This is an optimization exercise on Yosys and OpenROAD, whose aim is small area, a short achievable clock period and few clock cycles, not a production implementation. The RTL was checked by simulation tests, not by an equivalence proof against the original design. No activity file was given, so power comes from the tool's default toggle rates.

Setup of main:
==> flow/design.v (excerpt) <==
module TopModule(input clk, rst,
  output [31:0] imem_addr,
  input  [31:0] imem_data,
  output [31:0] dmem_addr, dmem_wdata,
  output        dmem_we, dmem_re,
  input  [31:0] dmem_rdata);
Size: about 5300 cells after synthesis, roughly 160 I/O pins.
Settings: LEC_CHECK=0, ABC_AREA=1, CAP_MARGIN=10, CORE_MARGIN=2, CORE_UTILIZATION=40, CTS_CLUSTER_DIAMETER=120, CTS_CLUSTER_SIZE=22, SLEW_MARGIN=0; clock period 26.0 ns.
standard.sh (not shown) runs the stock make flow with config.mk's settings and CLKGATE_MAP_FILE= SYNTH_SCRIPT=/design/flow/synth_recipe.tcl, a recipe that flattens the netlist after the stock synthesis.
==> flow/flow/run.sh <==
#!/bin/bash
# The standard layout (standard.sh: the standard synthesis and ORFS steps),
# with two changes to how the layout is made; the SDC is left as it is:
#  - the setup repair steps are asked for more slack than the clock period
#    needs (SETUP_SLACK_MARGIN), so they size up the critical paths;
#  - the port buffers are buf_2 cells (repair sizes them as it needs).
# make's output goes to make_finish.log; ORFS keeps each step's log under orfs/logs.
set -euo pipefail
bash standard.sh SETUP_SLACK_MARGIN=19.6 "BUFFER_PORTS_ARGS=-buffer_cell sky130_fd_sc_hd__buf_2" finish > make_finish.log 2>&1
Testbench counts of main, summed over its fixed seeds: cycles 31,878.
Here is what was changed in the inputs of the feature branch compared with main.
diff --git a/flow/flow/run.sh b/flow/flow/run.sh
--- a/flow/flow/run.sh
+++ b/flow/flow/run.sh
@@ -8,2 +8,2 @@
 set -euo pipefail
-bash standard.sh SETUP_SLACK_MARGIN=19.6 "BUFFER_PORTS_ARGS=-buffer_cell sky130_fd_sc_hd__buf_2" finish > make_finish.log 2>&1
+bash standard.sh SETUP_SLACK_MARGIN=20.0 "BUFFER_PORTS_ARGS=-buffer_cell sky130_fd_sc_hd__buf_2" finish > make_finish.log 2>&1
diff --git a/flow/config.mk b/flow/config.mk
--- a/flow/config.mk
+++ b/flow/config.mk
@@ -8,3 +8,3 @@
 export ABC_AREA = 1
-export CAP_MARGIN = 10
+export CAP_MARGIN = 30
 export CORE_MARGIN = 2
@@ -13,2 +13,2 @@
 export CTS_CLUSTER_SIZE = 22
-export SLEW_MARGIN = 0
+export SLEW_MARGIN = 20
Findings:
The feature branch closes out successfully: all stages finished, all timing, DRC and antenna checks passed. Relative to main, routed via count has decreased by about 0.6% in the feature branch. On power in the clock group: between the feature branch and main, it ends up higher for main. Comparing the feature branch against main, there is no change at all in number of logic inverters in the finished layout. Of the feature branch and main, it is the feature branch that has the higher area added between synthesis and finish.

========
red:
Starting RTL as in the previous note.
==> flow/design.v (excerpt) <==
module TopModule(input clk, rst,
  output [31:0] imem_addr,
  input  [31:0] imem_data,
  output [31:0] dmem_addr, dmem_wdata,
  output        dmem_we, dmem_re,
  input  [31:0] dmem_rdata);
Settings: LEC_CHECK=0, ABC_AREA=1, CAP_MARGIN=30, CORE_MARGIN=2, CORE_UTILIZATION=40, CTS_CLUSTER_DIAMETER=130, CTS_CLUSTER_SIZE=26, SLEW_MARGIN=20; clock period 26.0 ns.
==> flow/flow/run.sh <==
#!/bin/bash
# The standard layout (standard.sh: the standard synthesis and ORFS steps),
# with two changes to how the layout is made; the SDC is left as it is:
#  - the setup repair steps are asked for more slack than the clock period
#    needs (SETUP_SLACK_MARGIN), so they size up the critical paths;
#  - the port buffers are buf_2 cells (repair sizes them as it needs).
# make's output goes to make_finish.log; ORFS keeps each step's log under orfs/logs.
set -euo pipefail
bash standard.sh SETUP_SLACK_MARGIN=19.5 "BUFFER_PORTS_ARGS=-buffer_cell sky130_fd_sc_hd__buf_2" finish > make_finish.log 2>&1
red | status: complete | timing, DRC, antenna: pass
Testbench counts of red, summed over its fixed seeds: cycles 31,878.
Inputs modified between red and blue:
Settings: CTS_CLUSTER_SIZE: 26 -> 22; SLEW_MARGIN: 20 -> 0; CTS_CLUSTER_DIAMETER: 130 -> 120.
diff --git a/flow/flow/run.sh b/flow/flow/run.sh
--- a/flow/flow/run.sh
+++ b/flow/flow/run.sh
@@ -8,2 +8,2 @@
 set -euo pipefail
-bash standard.sh SETUP_SLACK_MARGIN=19.5 "BUFFER_PORTS_ARGS=-buffer_cell sky130_fd_sc_hd__buf_2" finish > make_finish.log 2>&1
+bash standard.sh SETUP_SLACK_MARGIN=19.6 "BUFFER_PORTS_ARGS=-buffer_cell sky130_fd_sc_hd__buf_2" finish > make_finish.log 2>&1
==> comparison <==
On blue: number of clock buffers inserted by TritonCTS is 23% higher than what red gave. Going from red to blue, first-iteration DRC count decreased by 416 relative to the old numbers; share of total power in the clock network increased by 1.2 points relative to the old numbers; slew at the pin closest to its max-slew limit increased by 0.020 ns relative to the old numbers. red has a higher switching share of total power than blue. Between red and blue, the wire length does not differ in any meaningful way.

[afterwards: timing with drivers on the ports]
The results above use ideal ports. As a check the final layouts listed here were re-extracted and re-timed, cells and wires unchanged.
Step 1 (the two cells are an assumption about what drives the block):
set clk [get_ports {clk}]
set_driving_cell -lib_cell sky130_fd_sc_hd__clkbuf_16 $clk
set_driving_cell -lib_cell sky130_fd_sc_hd__buf_2 [delete_from_list [all_inputs] $clk]
Step 2 times the ports against the registers' clock, not the clock port: input delays grow and output delays shrink by t, the midpoint of the rising clock arrivals with the driver on.
Slacks: ideal / step 1 / step 2; pairs: ideal / step 1.
| run | t, ns | setup slack, ns | hold WS [ns] | worst slew at a driven data input, ns | pins driven straight from the clock port |
|---|---|---|---|---|---|
| main | 0.693 | 19.579 / 19.511 / 19.183 | 0.487 / 0.487 / 0.487 | 0.19 | 1 |
| the feature branch | 0.697 | 19.582 / 19.509 / 19.419 | 0.459 / 0.459 / 0.459 | 0.12 | 1 |
| red | 0.753 | 19.485 / 19.413 / 19.408 | 0.488 / 0.488 / 0.488 | 0.12 | 1 |
| blue | 0.693 | 19.584 / 19.513 / 19.411 | 0.481 / 0.481 / 0.481 | 0.13 | 1 |
After both steps setup and hold are still met in every run listed. The setup slack of main, which loses most, moves by -0.068 ns with the drivers and by -0.396 ns with both steps.
